Source: an optimization exercise on an open RTL-to-GDS flow (aim: small area). Production flows keep margins and buffers that such runs may drop.
Where RTL was checked, it was by simulation tests only, not by an equivalence proof against the original.
The clock input has no modelled driver; a real chip could not lean on it and would need a root buffer or a full tree.
No activity file was given, so power comes from the tool's default toggle rates.

== the baseline ==
==> module serial_rx, before the edit <==
module serial_rx (
    input   wire            i_clk,
    input   wire            i_res_n,
    input   wire            i_SerialData,
    input   wire            i_sfp_los,
    output  wire            o_rcv_en_n,
    input   wire    [3:0]   i_dip_sel,   
    output  wire            o_my_lock,
    output  reg             o_rx_lock,
    output  reg     [3:0]   o_data,
    output  reg             o_master
);
    assign o_rcv_en_n = 1'b0;    
    wire            w_sync1bData;
    wire            w_sync1bEn;
    reg     [1:0]   r_los_syncFF;
    wire            w_sfp_los = r_los_syncFF[1];
    always @(posedge i_clk) begin
        r_los_syncFF <= {r_los_syncFF[0], i_sfp_los};
    end
    cdr cdr_inst (
        .i_clk ( i_clk ),
        .i_res_n ( i_res_n ),
        .i_SerialData ( i_SerialData ),
        .o_RecoveryData ( w_sync1bData ),
        .o_DataEn ( w_sync1bEn )
    );
    reg     [9:0]   r_10bShift;
    reg             r_shift_out;
    always @(posedge i_clk) begin
        if (~i_res_n) begin
            r_10bShift <= 10'd0;
        end else if (w_sync1bEn) begin
            r_10bShift <= {r_10bShift[8:0], w_sync1bData};
        end
    end
    always @(posedge i_clk) begin
        r_shift_out <= r_10bShift[9];
    end
    wire            w_k28_5_det = (r_10bShift == 10'b0011111010) |
                                  (r_10bShift == 10'b1100000101);
    reg     [3:0]   r_sym_bitCnt;
    wire            r_sym_capture = r_sym_bitCnt[3] & ~r_sym_bitCnt[1] & r_sym_bitCnt[0];   
    wire            r_out_trig = r_sym_bitCnt[3] & r_sym_bitCnt[1];                       
    wire            r_k28_5_det_FF = r_sym_bitCnt[0];
    always @(posedge i_clk) begin
        if (~i_res_n) begin
            r_sym_bitCnt <= 4'd0;
        end else if (w_sync1bEn) begin
            if (r_sym_capture) begin
                r_sym_bitCnt <= {3'b101, w_k28_5_det};
            end else if (w_k28_5_det) begin
                r_sym_bitCnt <= 4'd0;
            end else begin
                r_sym_bitCnt <= r_sym_bitCnt + 4'd1;
            end
        end else if (r_out_trig) begin
            r_sym_bitCnt <= 4'd0;
        end
    end
    wire    [9:0]   w_sym = {r_shift_out, r_10bShift[9:1]};
    wire    [8:0]   w_dec;
    wire            w_code_err;
    decode_8b10b decode_8b10b (
        .datain ( w_sym ),
        .dispin ( 1'b0 ),
        .dataout ( w_dec ),
        .dispout ( ),
        .code_err ( w_code_err ),
        .disp_err ( )
    );
    wire    [7:0]   w_8b_data = w_dec[7:0];
    reg             r_sym_ce;
    always @(posedge i_clk) begin
        if (~i_res_n) begin
            r_sym_ce <= 1'b1;
        end else if (r_out_trig) begin
            r_sym_ce <= w_code_err;
        end
    end
    reg     [2:0]   r_lock_st;
    wire            r_sym_locked = r_lock_st[2] & (r_lock_st[1] | r_lock_st[0]);
    wire            w_bad_frame;
    always @(posedge i_clk or negedge i_res_n) begin
        if (~i_res_n) begin
            r_lock_st <= 3'd0;
        end else if (w_sfp_los | r_lock_st[1] & r_lock_st[2]) begin
            r_lock_st <= 3'd0;
        end else if (r_sym_locked) begin
            if (w_bad_frame | r_sym_capture & r_sym_ce) begin
                r_lock_st <= 3'd6;
            end
        end else if (w_sync1bEn & r_sym_capture) begin
            if (w_k28_5_det & ~r_sym_ce) begin
                r_lock_st <= r_lock_st + 3'd1;
            end else begin
                r_lock_st <= 3'd0;
            end
        end
    end
    assign o_my_lock = r_sym_locked;
    wire            w_p1_ok = ^w_8b_data[7:0];
    wire            w_frame = r_out_trig & ~r_k28_5_det_FF;
    wire            w_good = w_p1_ok & w_8b_data[7];
    assign          w_bad_frame = w_frame & ~w_good;
    always @(posedge i_clk or negedge i_res_n) begin
        if (~i_res_n) begin
            o_rx_lock <= 1'b0;
            o_data <= 4'd0;
            o_master <= 1'b0;
        end else if (~r_sym_locked | w_bad_frame) begin
            o_data <= o_data & ~i_dip_sel;
        end else if (w_frame) begin
            o_rx_lock <= ~(w_sym[2] ^ w_sym[1]);
            o_master <= w_sym[3] ^ w_sym[0];
            o_data[3:0] <= w_8b_data[4:1];
        end
    end
endmodule
clock: 16.0 ns
lec_check: 0
cap_margin: 20
core_margin: 2
core_utilization: 65
place_density: 0.75
slew_margin: 20
standard.sh (not shown) runs the stock make flow with config.mk's settings and CLKGATE_MAP_FILE= SYNTH_SCRIPT=/design/flow/synth_recipe.tcl, a recipe that flattens the netlist after the stock synthesis.
==> flow/flow/run.sh <==
#!/bin/bash
# Own layout flow: the standard flow (standard.sh), with
#  - synthesis mapped by an area-oriented ABC script (flow/abc_speed.script
#    stands in for ORFS's script of that name) and no adder cells, so ABC
#    maps all logic; registers are left as the standard synthesis makes them,
#  - port buffers of the smallest buffer cell,
#  - one tie cell for all constant outputs,
#  - a one-level clock tree (flow/cts_manual.tcl) in place of TritonCTS's.
# Each step's full output goes to a log file of its own in this folder;
# ORFS's per-stage logs are under orfs/logs/.
set -euo pipefail
W=$PWD

# Scripts folder: ORFS's scripts, with the ABC script replaced.
mkdir -p "$W/scripts_own"
for f in "$FLOW_HOME"/scripts/*; do
  ln -sfn "$f" "$W/scripts_own/$(basename "$f")"
done
rm -f "$W/scripts_own/abc_speed.script"
cp "$W/flow/abc_speed.script" "$W/scripts_own/abc_speed.script"

bash standard.sh SCRIPTS_DIR="$W/scripts_own" ADDER_MAP_FILE= synth > "$W/synth.log" 2>&1

# cts_hook.tcl runs before ORFS's CTS step and puts the one-level tree in
# place of its clock_tree_synthesis call.
cat > "$W/cts_hook.tcl" <<TCL
source $W/flow/cts_manual.tcl
rename clock_tree_synthesis tritoncts_unused
proc clock_tree_synthesis {args} { my_manual_cts }
TCL

export CTS_MAN_N=3
export CTS_MAN_CELL=sky130_fd_sc_hd__clkbuf_16
bash standard.sh \
  BUFFER_PORTS_ARGS="-buffer_cell sky130_fd_sc_hd__buf_1" \
  PRE_CTS_TCL="$W/cts_hook.tcl" \
  SKIP_REPAIR_TIE_FANOUT=1 \
  finish > "$W/layout.log" 2>&1
Other scripts of this flow, unchanged in this note and not shown: flow/flow/abc_speed.script, flow/flow/cts_manual.tcl
The baseline: all stages complete, timing, DRC and antenna checks passed
#### Input delta (the candidate over the baseline)
-- flow/design.v --
<<< the baseline, line 453
        end
    end
    reg     [2:0]   r_lock_st;
    wire            r_sym_locked = r_lock_st[2] & (r_lock_st[1] | r_lock_st[0]);
>>> the candidate, line 453
        end
    end
    reg             r_code_err;
    always @(posedge i_clk) begin
        if (r_sym_capture) begin
            r_code_err <= r_sym_ce;
        end
    end
    reg     [2:0]   r_lock_st;
    wire            r_sym_locked = r_lock_st[2] & (r_lock_st[1] | r_lock_st[0]);
<<< the baseline, line 459
        if (~i_res_n) begin
            r_lock_st <= 3'd0;
        end else if (w_sfp_los | r_lock_st[1] & r_lock_st[2]) begin
            r_lock_st <= 3'd0;
        end else if (r_sym_locked) begin
            if (w_bad_frame | r_sym_capture & r_sym_ce) begin
                r_lock_st <= 3'd6;
            end
        end else if (w_sync1bEn & r_sym_capture) begin
            if (w_k28_5_det & ~r_sym_ce) begin
                r_lock_st <= r_lock_st + 3'd1;
            end else begin
>>> the candidate, line 465
        if (~i_res_n) begin
            r_lock_st <= 3'd0;
        end else if (w_sfp_los | r_code_err | r_lock_st[1] & r_lock_st[2]) begin
            r_lock_st <= 3'd0;
        end else if (r_sym_locked) begin
            if (w_bad_frame) begin
                r_lock_st <= 3'd6;
            end
        end else if (w_sync1bEn & r_sym_capture) begin
            if (w_k28_5_det) begin
                r_lock_st <= r_lock_st + 3'd1;
            end else begin
Results
Across both runs, first-pass GRT wire length was lower for the candidate than for the baseline. Against the baseline, the candidate reports a combinational share of power that is higher. Taking the baseline as the reference, in the candidate portion of total power attributed to sequential cells has decreased; routability congestion estimate fell 0.012; clock period minus final worst setup slack -0.069 ns; critical path depth has increased. Least setup slack across all paths after layout improves in the candidate relative to the baseline. Compared with the baseline, the candidate shows a higher sequential power. Fraction of area in registers (higher): the candidate. | finished layout cell area | the baseline vs the candidate | ≈ equal |. Higher total power of the final layout among the baseline and the candidate: the candidate. The candidate vs the baseline on detailed-placement wirelength estimate: the candidate is the lower one.
Function was not checked in any run of this note: the RTL went through the layout flow alone. In every run of this note, the design's own scripts or RTL, not TritonCTS, make the clock network.

Another version of the RTL of drsstc_sfp_transceiver_top (not shown whole).
Size in the first run: about 410 cells after synthesis, about 71 flip-flops, about 57 I/O pins, ~3800 µm² of cells after synthesis.
==> flow/config.mk <==
export PLATFORM = sky130hd
export DESIGN_NAME = drsstc_sfp_transceiver_top
export DESIGN_NICKNAME = drsstc_sfp_transceiver_top
export VERILOG_FILES = /design/flow/design.v
export SDC_FILE = /design/flow/constraint.sdc
export NUM_CORES = 4
export LEC_CHECK = 0
export CAP_MARGIN = 20
export CORE_MARGIN = 2
export CORE_UTILIZATION = 40
export SLEW_MARGIN = 20
==> flow/constraint.sdc <==
create_clock -name core_clock -period 16.0 [get_ports {CLK_60M}]
set_input_delay 3.2000 -clock core_clock [delete_from_list [all_inputs] [get_ports {CLK_60M}]]
set_output_delay 3.2000 -clock core_clock [all_outputs]
set_load 0.01 [all_outputs]
==> flow/flow/run.sh <==
#!/bin/bash
# Own layout flow: the standard flow, with
#  - synthesis mapped by an area-oriented ABC script (flow/abc_speed.script
#    stands in for ORFS's script of that name; registers are untouched),
#  - port buffers of the smallest buffer cell,
#  - clock tree without dummy loads.
# Each step's full output goes to a log file of its own in this folder.
set -euo pipefail
W=$PWD

# Scripts folder: ORFS's scripts, with the ABC script replaced.
mkdir -p "$W/scripts_own"
for f in "$FLOW_HOME"/scripts/*; do
  ln -sfn "$f" "$W/scripts_own/$(basename "$f")"
done
rm -f "$W/scripts_own/abc_speed.script"
cp "$W/flow/abc_speed.script" "$W/scripts_own/abc_speed.script"

bash standard.sh SCRIPTS_DIR="$W/scripts_own" ADDER_MAP_FILE= synth > "$W/synth.log" 2>&1

CTS="-sink_clustering_enable -repair_clock_nets -buf_list sky130_fd_sc_hd__clkbuf_8 -sink_clustering_size 20 -dont_use_dummy_load"
bash standard.sh \
  BUFFER_PORTS_ARGS="-buffer_cell sky130_fd_sc_hd__buf_1" \
  CTS_ARGS="$CTS" \
  finish > "$W/layout.log" 2>&1
==> flow/flow/abc_speed.script <==
strash
&get -n
&deepsyn -T 20
&put
&get -n
&dch -f
&nf -a -R 1000
&put
Edit:
--- a/flow/design.v
+++ b/flow/design.v
@@ -28,41 +28,44 @@
     output  wire            o_rx_led_red,
     output  wire            o_rx_led_gr,
     output  reg     [1:0]   o_q,
     output  reg     [3:0]   o_r
 );
     reg     [11:0]  r_m;
     reg     [3:0]   r_c;
     wire            w_q2  = o_q[1];                      
     wire            w_r9  = o_r[3] & o_r[0];             
     wire            w_u29 = w_r9 & o_q[0];               
     wire            w_m_max = (&r_m[11:7]) & (&r_m[4:0]);  
-    always @(posedge i_clk or negedge i_res_n) begin
+    always @(posedge i_clk) begin
         if (~i_res_n) begin
             o_q <= 2'd2;
             o_r <= 4'd9;
             r_m <= 12'd0;
-            r_c <= 4'd0;
         end else begin
             o_q <= w_q2 ? 2'd0 : o_q + 2'd1;
             if (w_q2) begin
                 o_r <= w_r9 ? 4'd0 : o_r + 4'd1;
             end
             if (w_u29) begin
                 r_m <= w_m_max ? 12'd0 : r_m + 12'd1;
-                if (w_m_max) begin
-                    r_c <= (r_c[3] & r_c[1]) ? {r_c[3:1], ~r_c[0]} : r_c + 4'd1;
-                end
             end
         end
     end
+    always @(posedge i_clk or negedge i_res_n) begin
+        if (~i_res_n) begin
+            r_c <= 4'd0;
+        end else if (w_u29 & w_m_max) begin
+            r_c <= (r_c[3] & r_c[1]) ? {r_c[3:1], ~r_c[0]} : r_c + 4'd1;
+        end
+    end
     wire            w_boot0 = ~r_c[3] & ~(r_c[2] & (r_c[1] | r_c[0]));   
     wire            w_boot1 = ~w_boot0 & ~(r_c[3] & r_c[1]);             
     wire            w_flash = r_c[0];
     assign o_tx_led_red = w_boot0 | (~w_boot1 & (~i_tx_err | w_flash));
     assign o_tx_led_gr  = w_boot0 | (~w_boot1 & i_tx_d1);
     assign o_rx_led_red = w_boot0 | (~w_boot1 & (~i_rx_err | w_flash));
     assign o_rx_led_gr  = w_boot0 | (~w_boot1 & i_rx_d1);
 endmodule
 module cdr (
     input   wire            i_clk,
     input   wire            i_res_n,
@@ -307,26 +310,31 @@
     end
     wire            w_p1 = ^r_mosi;
     reg             r_started;
     reg             r_dispin;
     reg     [3:0]   r_k;
     wire            w_send_k = (r_k != 4'd0) & (r_k <= 4'd5);
     wire            w_dispout;
     always @(posedge i_clk or negedge i_res_n) begin
         if (~i_res_n) begin
             r_started <= 1'b0;
             r_dispin <= 1'b0;
-            r_k <= 4'd0;
         end else if (w_sample) begin
             r_started <= 1'b1;
             r_dispin <= r_started & w_dispout;
+        end
+    end
+    always @(posedge i_clk) begin
+        if (~i_res_n) begin
+            r_k <= 4'd0;
+        end else if (w_sample) begin
             if (r_k == 4'd0) begin
                 if (~i_rx_lock | ~i_my_lock) begin
                     r_k <= 4'd1;
                 end
             end else if (r_k == 4'd10) begin
                 r_k <= 4'd0;
             end else begin
                 r_k <= r_k + 4'd1;
             end
         end
     end
@@ -410,23 +418,23 @@
         end
     end
     always @(posedge i_clk) begin
         r_shift_out <= r_10bShift[9];
     end
     wire            w_k28_5_det = (r_10bShift == 10'b0011111010) |
                                   (r_10bShift == 10'b1100000101);
     reg     [3:0]   r_sym_bitCnt;
     wire            r_sym_capture = r_sym_bitCnt[3] & ~r_sym_bitCnt[1] & r_sym_bitCnt[0];   
     wire            r_out_trig = r_sym_bitCnt[3] & r_sym_bitCnt[1];                       
     wire            r_k28_5_det_FF = r_sym_bitCnt[0];
-    always @(posedge i_clk or negedge i_res_n) begin
+    always @(posedge i_clk) begin
         if (~i_res_n) begin
             r_sym_bitCnt <= 4'd0;
         end else if (w_sync1bEn) begin
             if (r_sym_capture) begin
                 r_sym_bitCnt <= {3'b101, w_k28_5_det};
             end else if (w_k28_5_det) begin
                 r_sym_bitCnt <= 4'd0;
             end else begin
                 r_sym_bitCnt <= r_sym_bitCnt + 4'd1;
             end
         end else if (r_out_trig) begin
Result: Wire length rose by 2.4%. Non-clock buffer count falls by 1. Sequential cell count stays the same. Clock power is about the same. Core utilization decreases by 0.29 points. Clock skew stays flat. Final area shrinks by 1.6%. Sequential power stays flat. Final cell count is lower by 0.52%. Setup slack gets worse by 0.0086 ns. Global-route usage rises by 1.1 points. Critical path depth stays the same.
Only the layout flow was run in the first run of this note; the RTL was not checked for function there.

drsstc_sfp_transceiver_top with an RTL version that a note above also has.
Size in the first run: roughly 71 flip-flops, ~57 I/O pins, about 3700 µm² of cells after synthesis.
Settings: LEC_CHECK=0, CAP_MARGIN=20, CORE_MARGIN=2, CORE_UTILIZATION=65, PLACE_DENSITY=0.75, SLEW_MARGIN=20; clock period 16.0 ns.
==> flow/flow/run.sh <==
#!/bin/bash
# Own layout flow: the standard flow (standard.sh), with
#  - synthesis mapped by an area-oriented ABC script (flow/abc_speed.script
#    stands in for ORFS's script of that name) and no adder cells, so ABC
#    maps all logic; registers are left as the standard synthesis makes them,
#  - port buffers of the smallest buffer cell,
#  - a one-level clock tree (flow/cts_manual.tcl) in place of TritonCTS's.
# Each step's full output goes to a log file of its own in this folder;
# ORFS's per-stage logs are under orfs/logs/.
set -euo pipefail
W=$PWD

# Scripts folder: ORFS's scripts, with the ABC script replaced.
mkdir -p "$W/scripts_own"
for f in "$FLOW_HOME"/scripts/*; do
  ln -sfn "$f" "$W/scripts_own/$(basename "$f")"
done
rm -f "$W/scripts_own/abc_speed.script"
cp "$W/flow/abc_speed.script" "$W/scripts_own/abc_speed.script"

bash standard.sh SCRIPTS_DIR="$W/scripts_own" ADDER_MAP_FILE= synth > "$W/synth.log" 2>&1

# cts_hook.tcl runs before ORFS's CTS step and puts the one-level tree in
# place of its clock_tree_synthesis call.
cat > "$W/cts_hook.tcl" <<TCL
source $W/flow/cts_manual.tcl
rename clock_tree_synthesis tritoncts_unused
proc clock_tree_synthesis {args} { my_manual_cts }
TCL

export CTS_MAN_N=3
export CTS_MAN_CELL=sky130_fd_sc_hd__clkbuf_16
bash standard.sh \
  BUFFER_PORTS_ARGS="-buffer_cell sky130_fd_sc_hd__buf_1" \
  PRE_CTS_TCL="$W/cts_hook.tcl" \
  finish > "$W/layout.log" 2>&1
Scripts as last shown in full above: flow/flow/abc_speed.script
Other scripts of this flow, unchanged in this note and not shown: flow/flow/cts_manual.tcl
The first run finished with timing, DRC and antenna clean.
Then changed:
--- a/flow/design.v
+++ b/flow/design.v
@@ -75,23 +75,23 @@
 );
     reg     [2:0]   r_syncFF;
     always @(posedge i_clk or negedge i_res_n) begin
         if (~i_res_n) begin
             r_syncFF <= 3'd0;
         end else begin
             r_syncFF <= {r_syncFF[1:0], i_SerialData};
         end
     end
     wire            w_ts = r_syncFF[2] ^ r_syncFF[1];
     reg     [1:0]   r_rcvState;
-    always @(posedge i_clk or negedge i_res_n) begin
+    always @(posedge i_clk) begin
         if (~i_res_n) begin
             r_rcvState <= 2'd0;
         end else begin
             case (r_rcvState)
                 2'd1:    r_rcvState <= w_ts ? 2'd3 : 2'd2;
                 2'd2:    r_rcvState <= 2'd0;
                 default: r_rcvState <= w_ts ? 2'd0 : 2'd1;
             endcase
         end
     end
     assign o_DataEn = r_rcvState[1];
@@ -306,35 +306,30 @@
     always @(posedge i_clk) begin
         if (w_sample) begin
             r_mosi <= {i_my_lock, i_master, i_data[3:0]};
         end
     end
     wire            w_p1 = ^r_mosi;
     reg             r_started;
     reg             r_dispin;
     reg     [3:0]   r_k;
     wire            w_send_k = (r_k != 4'd0) & (r_k <= 4'd5);
     wire            w_dispout;
-    always @(posedge i_clk or negedge i_res_n) begin
+    always @(posedge i_clk) begin
         if (~i_res_n) begin
             r_started <= 1'b0;
             r_dispin <= 1'b0;
+            r_k <= 4'd0;
         end else if (w_sample) begin
             r_started <= 1'b1;
             r_dispin <= r_started & w_dispout;
-        end
-    end
-    always @(posedge i_clk) begin
-        if (~i_res_n) begin
-            r_k <= 4'd0;
-        end else if (w_sample) begin
             if (r_k == 4'd0) begin
                 if (~i_rx_lock | ~i_my_lock) begin
                     r_k <= 4'd1;
                 end
             end else if (r_k == 4'd10) begin
                 r_k <= 4'd0;
             end else begin
                 r_k <= r_k + 4'd1;
             end
         end
     end
@@ -402,23 +397,23 @@
         end
     end
     cdr cdr_inst (
         .i_clk ( i_clk ),
         .i_res_n ( i_res_n ),
         .i_SerialData ( i_SerialData ),
         .o_RecoveryData ( w_sync1bData ),
         .o_DataEn ( w_sync1bEn )
     );
     reg     [9:0]   r_10bShift;
     reg             r_shift_out;
-    always @(posedge i_clk or negedge i_res_n) begin
+    always @(posedge i_clk) begin
         if (~i_res_n) begin
             r_10bShift <= 10'd0;
         end else if (w_sync1bEn) begin
             r_10bShift <= {r_10bShift[8:0], w_sync1bData};
         end
     end
     always @(posedge i_clk) begin
         r_shift_out <= r_10bShift[9];
     end
     wire            w_k28_5_det = (r_10bShift == 10'b0011111010) |
                                   (r_10bShift == 10'b1100000101);
@@ -446,31 +441,31 @@
     wire            w_code_err;
     decode_8b10b decode_8b10b (
         .datain ( w_sym ),
         .dispin ( 1'b0 ),
         .dataout ( w_dec ),
         .dispout ( ),
         .code_err ( w_code_err ),
         .disp_err ( )
     );
     wire    [7:0]   w_8b_data = w_dec[7:0];
     reg             r_sym_ce;
-    always @(posedge i_clk or negedge i_res_n) begin
+    always @(posedge i_clk) begin
         if (~i_res_n) begin
             r_sym_ce <= 1'b1;
         end else if (r_out_trig) begin
             r_sym_ce <= w_code_err;
         end
     end
     reg             r_code_err;
-    always @(posedge i_clk or negedge i_res_n) begin
+    always @(posedge i_clk) begin
         if (~i_res_n) begin
             r_code_err <= 1'b1;
         end else if (r_sym_capture) begin
             r_code_err <= r_sym_ce;
         end
     end
     reg     [2:0]   r_lock_st;
     wire            r_sym_locked = r_lock_st[2] & (r_lock_st[1] | r_lock_st[0]);
     wire            w_bad_frame;
     always @(posedge i_clk or negedge i_res_n) begin
         if (~i_res_n) begin
What happened:
- The new run completed without violations
- via count climbs by 1.4%
- sequential power is lower by 27%
- final area came out lower by 1.4%
- die area is lower by 1.5%
- final cell count is higher by 1.9%
- utilization decreases by 0.55 points
- fmax rises by 0.35%
- critical path depth rose by 2
- routed wire length goes down by 0.71%
- power falls by 36%
- setup slack improved by 24 ps
In every run of this note, the design's own scripts or RTL, not TritonCTS, make the clock network.

## separate check: timing with driven ports
The flow's constraints put no driver on any port. The routed layouts listed below were extracted and timed again, unchanged, in two steps.
Step 1: set_driving_cell puts a clkbuf_16 on CLK_60M and a buf_2 on each other input, an assumption about the parent block.
Step 2 moves the port delays by t, midway between the first and last clock arrival at a register: inputs arrive t later, outputs are due t later. That takes back most of the time a late clock gives input paths.
a / b / c = no drivers / after step 1 / after step 2; a / b = the first two.
| run | t, ns | setup slack, ns | worst setup path at the end |
|---|---|---|---|
| the baseline | 0.208 | 8.966 / 8.946 / 8.946 | input to output |
| the candidate | 0.214 | 9.035 / 9.015 / 9.015 | input to output |
| the first run of note 2 | 0.363 | 9.028 / 9.007 / 9.007 | input to output |
| the second run of note 2 | 0.370 | 9.020 / 8.998 / 8.998 | input to output |
| the first run of note 3 | 0.207 | 8.995 / 8.973 / 8.973 | input to output |
| the second run of note 3 | 0.212 | 9.020 / 8.997 / 8.997 | input to output |
After both steps setup and hold are still met in every run listed. The setup slack of the second run of note 3, which loses most, moves by -0.023 ns with the drivers and by -0.023 ns with both steps.
